Source: an optimization exercise on an open RTL-to-GDS flow (aim: small area and a short achievable clock period). Production flows keep margins and buffers that such runs may drop.
At most, simulation tests tie the RTL to the original design; equivalence was not proved.
No activity file was given, so power comes from the tool's default toggle rates.

==> inputs of run a <==
==> flow/design.v <==
module Registers (
  input  [22:0] fa,
  input  [22:0] fb,
  input         sa,
  input         sb,
  input  [7:0]  s0,
  input         gt_e,
  input         eq_e,
  input         fge,
  input  [7:0]  eL,
  output [31:0] Sum
);
  wire        agb = gt_e | (eq_e & fge);    
  wire [7:0]  dd  = s0 ^ {8{~gt_e}};
  wire        sub = sa ^ sb;
  wire [23:0] ma = {1'b1, fa}, mb = {1'b1, fb};
  wire [23:0] mL = agb ? ma : mb;
  wire [23:0] mP = agb ? (gt_e ? {1'b0, mb[23:1]} : mb) : ma;
  wire [23:0] mS = (|dd[7:5]) ? 24'd0 : mP >> dd[4:0];
  wire [23:0] s;
  wire        c;
  CSA #(24) add (.a(mL), .b(mS ^ {24{sub}}), .cin(sub), .s(s), .cout(c));
  wire [24:0] r = {c ^ sub, s};
  wire [4:0]  lz;
  wire [24:0] rs;
  normalizer n (.r(r), .lz(lz), .o(rs));
  wire        z  = ~|r;
  wire [7:0]  e1 = eL + 8'd1;
  wire [7:0]  e2 = eL + 8'd2;
  wire [7:0]  pe = z ? 8'd0 : e1 - {3'd0, lz};
  wire        of = (&eL) | (~z & (e2 == {3'd0, lz}));
  wire        sign = (agb ? sa : sb) & ~z;
  assign Sum = of ? 32'd0 : {sign, pe, rs[23:1]};
endmodule
module four_bit_adder #(parameter N = 23) (input [N-1:0] a, input [N-1:0] b, output ge);
  wire [N-1:0] s;
  CSA #(N) c (.a(a), .b(~b), .cin(1'b1), .s(s), .cout(ge));
endmodule
module CSA #(parameter N = 24) (input [N-1:0] a, input [N-1:0] b, input cin,
                                output [N-1:0] s, output cout);
  wire [N-1:0] g0 = a & b;
  wire [N-1:0] p0 = a ^ b;
  reg  [N-1:0] g, p;
  integer i, l;
  always @* begin
    g = g0;
    p = p0;
    g[0] = g0[0] | (p0[0] & cin);
    for (l = 0; (1 << l) < N; l = l + 1)
      for (i = 0; i < N; i = i + 1)
        if (i & (1 << l)) begin
          g[i] = g[i] | (p[i] & g[((i >> l) << l) - 1]);
          p[i] = p[i] & p[((i >> l) << l) - 1];
        end
  end
  assign s    = p0 ^ {g[N-2:0], cin};
  assign cout = g[N-1];
endmodule
module normalizer (input [24:0] r, output [4:0] lz, output [24:0] o);
  wire [31:0] x0 = {r, 7'd0};
  reg  [15:0] a1, c1;    
  reg  [7:0]  a2;
  reg  [15:0] c2;
  reg  [3:0]  a3;
  reg  [11:0] c3;
  reg  [1:0]  a4;
  reg  [7:0]  c4;
  integer g;
  always @* begin
    for (g = 0; g < 16; g = g + 1) begin
      a1[g] = ~(x0[2*g+1] | x0[2*g]);
      c1[g] = ~x0[2*g+1];
    end
    for (g = 0; g < 8; g = g + 1) begin
      a2[g] = a1[2*g+1] & a1[2*g];
      c2[2*g +: 2] = a1[2*g+1] ? {1'b1, c1[2*g]} : {1'b0, c1[2*g+1]};
    end
    for (g = 0; g < 4; g = g + 1) begin
      a3[g] = a2[2*g+1] & a2[2*g];
      c3[3*g +: 3] = a2[2*g+1] ? {1'b1, c2[4*g +: 2]} : {1'b0, c2[4*g+2 +: 2]};
    end
    for (g = 0; g < 2; g = g + 1) begin
      a4[g] = a3[2*g+1] & a3[2*g];
      c4[4*g +: 4] = a3[2*g+1] ? {1'b1, c3[6*g +: 3]} : {1'b0, c3[6*g+3 +: 3]};
    end
  end
  assign lz = a4[1] ? {1'b1, c4[3:0]} : {1'b0, c4[7:4]};
  wire [31:0] x1 = lz[4] ? {x0[15:0], 16'd0} : x0;
  wire [31:0] x2 = lz[3] ? {x1[23:0], 8'd0} : x1;
  wire [31:0] x3 = lz[2] ? {x2[27:0], 4'd0} : x2;
  wire [31:0] x4 = lz[1] ? {x3[29:0], 2'd0} : x3;
  wire [31:0] x5 = lz[0] ? {x4[30:0], 1'd0} : x4;
  assign o  = x5[31:7];
endmodule
module FPA (
  input  [31:0] A,
  input  [31:0] B,
  output [7:0]  s0,       
  output        gt_e,     
  output        eq_e,     
  output        fge,      
  output [7:0]  eL        
);
  wire [7:0] ea = A[30:23], eb = B[30:23];
  CSA #(8) c (.a(ea), .b(~eb), .cin(1'b0), .s(s0), .cout(gt_e));
  assign eq_e = ea == eb;
  four_bit_adder #(23) cmp (.a(A[22:0]), .b(B[22:0]), .ge(fge));
  assign eL    = gt_e ? ea : eb;
endmodule
module FPA_final (
  input         clk,
  input         rst,
  input  [31:0] in1,
  input  [31:0] in2,
  output reg [31:0] OUT
);
  wire       gt_n, eq_n, fge_n;
  wire [7:0] s0_n, eL_n;
  FPA B1 (.A(in1), .B(in2), .s0(s0_n), .gt_e(gt_n), .eq_e(eq_n), .fge(fge_n),
          .eL(eL_n));
  reg [22:0] fa, fb;
  reg        sa, sb, gt_e, eq_e, fge, rst_d;
  reg [7:0]  s0, eL;
  always @(posedge clk) begin
    fa    <= in1[22:0];
    fb    <= in2[22:0];
    sa    <= in1[31];
    sb    <= in2[31];
    s0    <= s0_n;
    gt_e  <= gt_n;
    eq_e  <= eq_n;
    fge   <= fge_n;
    eL    <= eL_n;
    rst_d <= rst;
  end
  wire [31:0] C;
  Registers M (.fa(fa), .fb(fb), .sa(sa), .sb(sb), .s0(s0), .gt_e(gt_e),
               .eq_e(eq_e), .fge(fge), .eL(eL), .Sum(C));
  always @(posedge clk) begin
    if (rst)
      OUT <= 32'd0;
    else if (rst_d)
      OUT <= 32'h00800000;
    else
      OUT <= C;
  end
endmodule
==> flow/flow/run.sh <==
#!/bin/bash
# Standard layout with three changes: the full/half-adder extraction pass is
# skipped in synthesis (ABC maps the prefix adders directly), the ports get
# sky130 buf_1 buffers, and the repair passes aim below the design's period.
cp config.mk config_orig.log
cat >> config.mk <<'EOC'
export ADDER_MAP_FILE =
export SETUP_SLACK_MARGIN = 15.8
export BUFFER_PORTS_ARGS = -buffer_cell sky130_fd_sc_hd__buf_1
EOC
bash standard.sh > standard_run.log 2>&1
==> flow/standard.sh <==
#!/bin/bash
# synth_recipe.tcl (not shown) runs the flow's synth.tcl, then flattens the netlist and writes it again
# the make line also repeats each setting of config.mk as NAME=value (left out here)
make -C /OpenROAD-flow-scripts/flow DESIGN_CONFIG=/design/flow/config.mk WORK_HOME=/design/flow/orfs CLKGATE_MAP_FILE= SYNTH_SCRIPT=/design/flow/synth_recipe.tcl "${@:-finish}"
==> flow/config.mk <==
export PLATFORM = sky130hd
export DESIGN_NAME = FPA_final
export DESIGN_NICKNAME = FPA_final
export VERILOG_FILES = /design/flow/design.v
export SDC_FILE = /design/flow/constraint.sdc
export NUM_CORES = 4
export LEC_CHECK = 0
export ABC_AREA = 1
export CAP_MARGIN = 20
export CORE_MARGIN = 2
export CORE_UTILIZATION = 40
export CTS_BUF_LIST = sky130_fd_sc_hd__clkbuf_8 sky130_fd_sc_hd__clkbuf_16
export SLEW_MARGIN = 20
export ADDER_MAP_FILE =
export SETUP_SLACK_MARGIN = 15.8
export BUFFER_PORTS_ARGS = -buffer_cell sky130_fd_sc_hd__buf_1
==> flow/constraint.sdc <==
create_clock -name core_clock -period 22.0 [get_ports {clk}]
set_input_delay 4.4000 -clock core_clock [delete_from_list [all_inputs] [get_ports {clk}]]
set_output_delay 4.4000 -clock core_clock [all_outputs]
set_load 0.01 [all_outputs]
==> inputs of run b, as changes to run a <==
--- a/flow/design.v
+++ b/flow/design.v
@@ -10,2 +10,3 @@
   input  [7:0]  eL,
+  input         of_in,
   output [31:0] Sum
@@ -30,3 +31,3 @@
   wire [7:0]  pe = z ? 8'd0 : e1 - {3'd0, lz};
-  wire        of = (&eL) | (~z & (e2 == {3'd0, lz}));
+  wire        of = of_in | (~z & (e2 == {3'd0, lz}));
   wire        sign = (agb ? sa : sb) & ~z;
@@ -60,34 +61,13 @@
   wire [31:0] x0 = {r, 7'd0};
-  reg  [15:0] a1, c1;    
-  reg  [7:0]  a2;
-  reg  [15:0] c2;
-  reg  [3:0]  a3;
-  reg  [11:0] c3;
-  reg  [1:0]  a4;
-  reg  [7:0]  c4;
-  integer g;
-  always @* begin
-    for (g = 0; g < 16; g = g + 1) begin
-      a1[g] = ~(x0[2*g+1] | x0[2*g]);
-      c1[g] = ~x0[2*g+1];
-    end
-    for (g = 0; g < 8; g = g + 1) begin
-      a2[g] = a1[2*g+1] & a1[2*g];
-      c2[2*g +: 2] = a1[2*g+1] ? {1'b1, c1[2*g]} : {1'b0, c1[2*g+1]};
-    end
-    for (g = 0; g < 4; g = g + 1) begin
-      a3[g] = a2[2*g+1] & a2[2*g];
-      c3[3*g +: 3] = a2[2*g+1] ? {1'b1, c2[4*g +: 2]} : {1'b0, c2[4*g+2 +: 2]};
-    end
-    for (g = 0; g < 2; g = g + 1) begin
-      a4[g] = a3[2*g+1] & a3[2*g];
-      c4[4*g +: 4] = a3[2*g+1] ? {1'b1, c3[6*g +: 3]} : {1'b0, c3[6*g+3 +: 3]};
-    end
-  end
-  assign lz = a4[1] ? {1'b1, c4[3:0]} : {1'b0, c4[7:4]};
-  wire [31:0] x1 = lz[4] ? {x0[15:0], 16'd0} : x0;
-  wire [31:0] x2 = lz[3] ? {x1[23:0], 8'd0} : x1;
-  wire [31:0] x3 = lz[2] ? {x2[27:0], 4'd0} : x2;
-  wire [31:0] x4 = lz[1] ? {x3[29:0], 2'd0} : x3;
-  wire [31:0] x5 = lz[0] ? {x4[30:0], 1'd0} : x4;
+  wire        z4 = ~|x0[31:16];
+  wire [31:0] x1 = z4 ? {x0[15:0], 16'd0} : x0;
+  wire        z3 = ~|x1[31:24];
+  wire [31:0] x2 = z3 ? {x1[23:0], 8'd0} : x1;
+  wire        z2 = ~|x2[31:28];
+  wire [31:0] x3 = z2 ? {x2[27:0], 4'd0} : x2;
+  wire        z1 = ~|x3[31:30];
+  wire [31:0] x4 = z1 ? {x3[29:0], 2'd0} : x3;
+  wire        z0 = ~x4[31];
+  wire [31:0] x5 = z0 ? {x4[30:0], 1'd0} : x4;
+  assign lz = {z4, z3, z2, z1, z0};
   assign o  = x5[31:7];
@@ -101,3 +81,4 @@
   output        fge,      
-  output [7:0]  eL        
+  output [7:0]  eL,       
+  output        of_in     
 );
@@ -108,2 +89,3 @@
   assign eL    = gt_e ? ea : eb;
+  assign of_in = (&ea) | (&eb);
 endmodule
@@ -116,8 +98,8 @@
 );
-  wire       gt_n, eq_n, fge_n;
+  wire       gt_n, eq_n, fge_n, of_n;
   wire [7:0] s0_n, eL_n;
   FPA B1 (.A(in1), .B(in2), .s0(s0_n), .gt_e(gt_n), .eq_e(eq_n), .fge(fge_n),
-          .eL(eL_n));
+          .eL(eL_n), .of_in(of_n));
   reg [22:0] fa, fb;
-  reg        sa, sb, gt_e, eq_e, fge, rst_d;
+  reg        sa, sb, gt_e, eq_e, fge, of_in, rst_d;
   reg [7:0]  s0, eL;
@@ -133,2 +115,3 @@
     eL    <= eL_n;
+    of_in <= of_n;
     rst_d <= rst;
@@ -137,3 +120,3 @@
   Registers M (.fa(fa), .fb(fb), .sa(sa), .sb(sb), .s0(s0), .gt_e(gt_e),
-               .eq_e(eq_e), .fge(fge), .eL(eL), .Sum(C));
+               .eq_e(eq_e), .fge(fge), .eL(eL), .of_in(of_in), .Sum(C));
   always @(posedge clk) begin
--- a/flow/flow/run.sh
+++ b/flow/flow/run.sh
@@ -7,3 +7,3 @@
 export ADDER_MAP_FILE =
-export SETUP_SLACK_MARGIN = 15.8
+export SETUP_SLACK_MARGIN = 16
 export BUFFER_PORTS_ARGS = -buffer_cell sky130_fd_sc_hd__buf_1
- CORE_UTILIZATION: 40 -> 55
- CTS_BUF_LIST: sky130_fd_sc_hd__clkbuf_8 sky130_fd_sc_hd__clkbuf_16 -> not set
- SETUP_SLACK_MARGIN: 15.8 -> 16
==> summary of the runs <==
- Clock power: run a is larger than run b (about 7%).
- Of run b and run a, run b has the higher cell area (gap about 15%, measured against run a).
- Of run a and run b, run b has the higher sequential power (gap about 3%, measured against run b).
- In critical path depth, run b and run a do not differ.

* * *

==> quartz: inputs <==
RTL: the design.v shown in full above, as it stands there.
Settings: LEC_CHECK=0, ABC_AREA=1, CAP_MARGIN=20, CORE_MARGIN=2, CORE_UTILIZATION=40, SLEW_MARGIN=20, SETUP_SLACK_MARGIN=15.8, BUFFER_PORTS_ARGS=-buffer_cell sky130_fd_sc_hd__buf_1; clock period 22.0 ns.
standard.sh (not shown) runs the stock make flow with config.mk's settings and CLKGATE_MAP_FILE= SYNTH_SCRIPT=/design/flow/synth_recipe.tcl, a recipe that flattens the netlist after the stock synthesis.
==> flow/flow/run.sh <==
#!/bin/bash
# Standard layout with three changes: the full/half-adder extraction pass is
# skipped in synthesis (ABC maps the prefix adders directly), the ports get
# sky130 buf_1 buffers, and the repair passes aim below the design's period.
cp config.mk config_orig.log
cat >> config.mk <<'EOC'
export ADDER_MAP_FILE =
export SETUP_SLACK_MARGIN = 15.8
export BUFFER_PORTS_ARGS = -buffer_cell sky130_fd_sc_hd__buf_1
EOC
bash standard.sh > standard_run.log 2>&1
==> amber: changes against quartz <==
==> flow/design.v (replaced) <==
module FPA (input [31:0] A, input [31:0] B, output [31:0] Sum);
  wire        sa = A[31], sb = B[31];
  wire [7:0]  ea = A[30:23], eb = B[30:23];
  wire [23:0] ma = {1'b1, A[22:0]}, mb = {1'b1, B[22:0]};
  wire        agb = A[30:0] >= B[30:0];
  wire        eq  = A[30:0] == B[30:0];
  wire [7:0]  eL  = agb ? ea : eb;
  wire [7:0]  d   = (ea >= eb) ? ea - eb : eb - ea;
  wire [23:0] mL  = agb ? ma : mb;
  wire [23:0] mS  = (agb ? mb : ma) >> d;
  wire        sub = sa ^ sb;
  wire [24:0] r   = sub ? {1'b0, mL} - {1'b0, mS} : {1'b0, mL} + {1'b0, mS};
  reg  [4:0]  lz;
  integer k;
  always @* begin
    lz = 5'd0;
    for (k = 0; k < 25; k = k + 1) if (r[k]) lz = 24 - k;
  end
  wire [24:0] rs = r << lz;
  wire        z  = sub & eq;
  wire [7:0]  pe = z ? 8'd0 : eL + 8'd1 - {3'b0, lz};
  wire        of = (&pe) | (&ea) | (&eb);
  wire        sign = sub ? (~eq & (agb ? sa : sb)) : sa;
  assign Sum = of ? 32'd0 : {sign, pe, rs[23:1]};
endmodule
module FPA_final (
  input         clk,
  input         rst,
  input  [31:0] in1,
  input  [31:0] in2,
  output reg [31:0] OUT
);
  reg  [31:0] A, B;
  wire [31:0] C;
  FPA B1 (.A(A), .B(B), .Sum(C));
  always @(posedge clk) begin
    if (rst) begin
      A <= 32'd0; B <= 32'd0; OUT <= 32'd0;
    end else begin
      A <= in1; B <= in2; OUT <= C;
    end
  end
endmodule
==> flow/flow/run.sh (replaced) <==
#!/bin/bash
# Standard layout, with a tighter internal repair target and small port buffers.
cp standard.sh standard_sh.log
cp config.mk config_orig.log
cat >> config.mk <<'EOC'
export SETUP_SLACK_MARGIN = 13
export BUFFER_PORTS_ARGS = -buffer_cell sky130_fd_sc_hd__buf_1
EOC
bash standard.sh > standard_run.log 2>&1
SETUP_SLACK_MARGIN = 13   (was 15.8)
==> maple: changes against quartz <==
--- a/flow/design.v
+++ b/flow/design.v
@@ -10,2 +10,3 @@
   input  [7:0]  eL,
+  input         of_in,
   output [31:0] Sum
@@ -30,3 +31,3 @@
   wire [7:0]  pe = z ? 8'd0 : e1 - {3'd0, lz};
-  wire        of = (&eL) | (~z & (e2 == {3'd0, lz}));
+  wire        of = of_in | (~z & (e2 == {3'd0, lz}));
   wire        sign = (agb ? sa : sb) & ~z;
@@ -60,34 +61,13 @@
   wire [31:0] x0 = {r, 7'd0};
-  reg  [15:0] a1, c1;    
-  reg  [7:0]  a2;
-  reg  [15:0] c2;
-  reg  [3:0]  a3;
-  reg  [11:0] c3;
-  reg  [1:0]  a4;
-  reg  [7:0]  c4;
-  integer g;
-  always @* begin
-    for (g = 0; g < 16; g = g + 1) begin
-      a1[g] = ~(x0[2*g+1] | x0[2*g]);
-      c1[g] = ~x0[2*g+1];
-    end
-    for (g = 0; g < 8; g = g + 1) begin
-      a2[g] = a1[2*g+1] & a1[2*g];
-      c2[2*g +: 2] = a1[2*g+1] ? {1'b1, c1[2*g]} : {1'b0, c1[2*g+1]};
-    end
-    for (g = 0; g < 4; g = g + 1) begin
-      a3[g] = a2[2*g+1] & a2[2*g];
-      c3[3*g +: 3] = a2[2*g+1] ? {1'b1, c2[4*g +: 2]} : {1'b0, c2[4*g+2 +: 2]};
-    end
-    for (g = 0; g < 2; g = g + 1) begin
-      a4[g] = a3[2*g+1] & a3[2*g];
-      c4[4*g +: 4] = a3[2*g+1] ? {1'b1, c3[6*g +: 3]} : {1'b0, c3[6*g+3 +: 3]};
-    end
-  end
-  assign lz = a4[1] ? {1'b1, c4[3:0]} : {1'b0, c4[7:4]};
-  wire [31:0] x1 = lz[4] ? {x0[15:0], 16'd0} : x0;
-  wire [31:0] x2 = lz[3] ? {x1[23:0], 8'd0} : x1;
-  wire [31:0] x3 = lz[2] ? {x2[27:0], 4'd0} : x2;
-  wire [31:0] x4 = lz[1] ? {x3[29:0], 2'd0} : x3;
-  wire [31:0] x5 = lz[0] ? {x4[30:0], 1'd0} : x4;
+  wire        z4 = ~|x0[31:16];
+  wire [31:0] x1 = z4 ? {x0[15:0], 16'd0} : x0;
+  wire        z3 = ~|x1[31:24];
+  wire [31:0] x2 = z3 ? {x1[23:0], 8'd0} : x1;
+  wire        z2 = ~|x2[31:28];
+  wire [31:0] x3 = z2 ? {x2[27:0], 4'd0} : x2;
+  wire        z1 = ~|x3[31:30];
+  wire [31:0] x4 = z1 ? {x3[29:0], 2'd0} : x3;
+  wire        z0 = ~x4[31];
+  wire [31:0] x5 = z0 ? {x4[30:0], 1'd0} : x4;
+  assign lz = {z4, z3, z2, z1, z0};
   assign o  = x5[31:7];
@@ -101,3 +81,4 @@
   output        fge,      
-  output [7:0]  eL        
+  output [7:0]  eL,       
+  output        of_in     
 );
@@ -108,2 +89,3 @@
   assign eL    = gt_e ? ea : eb;
+  assign of_in = (&ea) | (&eb);
 endmodule
@@ -116,8 +98,8 @@
 );
-  wire       gt_n, eq_n, fge_n;
+  wire       gt_n, eq_n, fge_n, of_n;
   wire [7:0] s0_n, eL_n;
   FPA B1 (.A(in1), .B(in2), .s0(s0_n), .gt_e(gt_n), .eq_e(eq_n), .fge(fge_n),
-          .eL(eL_n));
+          .eL(eL_n), .of_in(of_n));
   reg [22:0] fa, fb;
-  reg        sa, sb, gt_e, eq_e, fge, rst_d;
+  reg        sa, sb, gt_e, eq_e, fge, of_in, rst_d;
   reg [7:0]  s0, eL;
@@ -133,2 +115,3 @@
     eL    <= eL_n;
+    of_in <= of_n;
     rst_d <= rst;
@@ -137,3 +120,3 @@
   Registers M (.fa(fa), .fb(fb), .sa(sa), .sb(sb), .s0(s0), .gt_e(gt_e),
-               .eq_e(eq_e), .fge(fge), .eL(eL), .Sum(C));
+               .eq_e(eq_e), .fge(fge), .eL(eL), .of_in(of_in), .Sum(C));
   always @(posedge clk) begin
--- a/flow/flow/run.sh
+++ b/flow/flow/run.sh
@@ -7,3 +7,3 @@
 export ADDER_MAP_FILE =
-export SETUP_SLACK_MARGIN = 15.8
+export SETUP_SLACK_MARGIN = 16
 export BUFFER_PORTS_ARGS = -buffer_cell sky130_fd_sc_hd__buf_1
SETUP_SLACK_MARGIN = 16   (was 15.8)
==> comparison table <==
quantity	quartz	amber	maple
Total area of multi-input combinational cells	0.00596 sq mm	0.00743 sq mm	0.00649 sq mm
Clock-cell share of area	0.0303	0.0252	0.0281
Initial Util	0.404	0.407	0.411
Number of library cell types mapped by synthesis	60	53	62
Mux contribution to synthesized area	0.00571	0	0.0177
Antenna violations before repair	0	2	0
Ratio of total power to cell area	92.1 mW/mm^2	182 mW/mm^2	97.2 mW/mm^2
TAP cells	280	319	280
Warnings, synthesis	5	2	4
Summed area of non-filler cells in the final layout	0.00966 sq mm	0.0123 sq mm	0.0109 sq mm
WL met1	11500 um	14400 um	12800 um
Outcome	complete, no violations	complete, no violations	complete, no violations
Worst Hold End	OUT[23]$_SDFF_PP0_	OUT[31]$_SDFF_PP0_	OUT[23]$_SDFF_PP0_
GR Util met3	0.0345	0.0438	0.0266
Fill cell instance count of the final layout	2360	2403	2274
Number of vias in the routed layout	9380	11000	10200
Power attributed to sequential cells	0.213 mW	0.222 mW	0.220 mW
Final Cycle Share	0.273	0.403	0.266
Capture point of the critical path	eL[3]$_DFF_P_	OUT[20]$_SDFF_PP0_	eL[3]$_DFF_P_
Post-layout util	0.445	0.524	0.496
Minimum clock period after layout	6.00 ns	8.87 ns	5.86 ns
Met1 usage	0.272	0.336	0.298
Only the layout flow was run in amber; the RTL was not checked for function there.

afterwards: timing with drivers on the ports:
In the flow no input, the clock included, has a driving cell. The finished layouts below were timed again as built, in two steps.
Step 1: set_driving_cell puts a clkbuf_16 on clk and a buf_2 on each other input, an assumption about the parent block.
Step 2 also shifts input and output timing later by t, the mid clock arrival at the registers, as if the neighbouring blocks saw the same clock.
Three values: ideal, step 1, step 2; two values: the first two.
run | t (ns) | slack for setup (ns) | latest minus earliest clock arrival (ns)
run a | 0.403 | 15.996 / 16.022 / 15.619 | 0.011 / 0.011
run b | 0.389 | 16.138 / 16.156 / 15.768 | 0.013 / 0.013
quartz | 0.403 | 15.996 / 16.022 / 15.619 | 0.011 / 0.011
amber | 0.406 | 13.130 / 13.130 / 13.130 | 0.016 / 0.016
maple | 0.404 | 16.144 / 16.166 / 15.761 | 0.010 / 0.009
After both steps every run listed still meets setup and hold. The setup slack of maple, which loses most, moves by +0.022 ns with the drivers and by -0.383 ns with both steps.
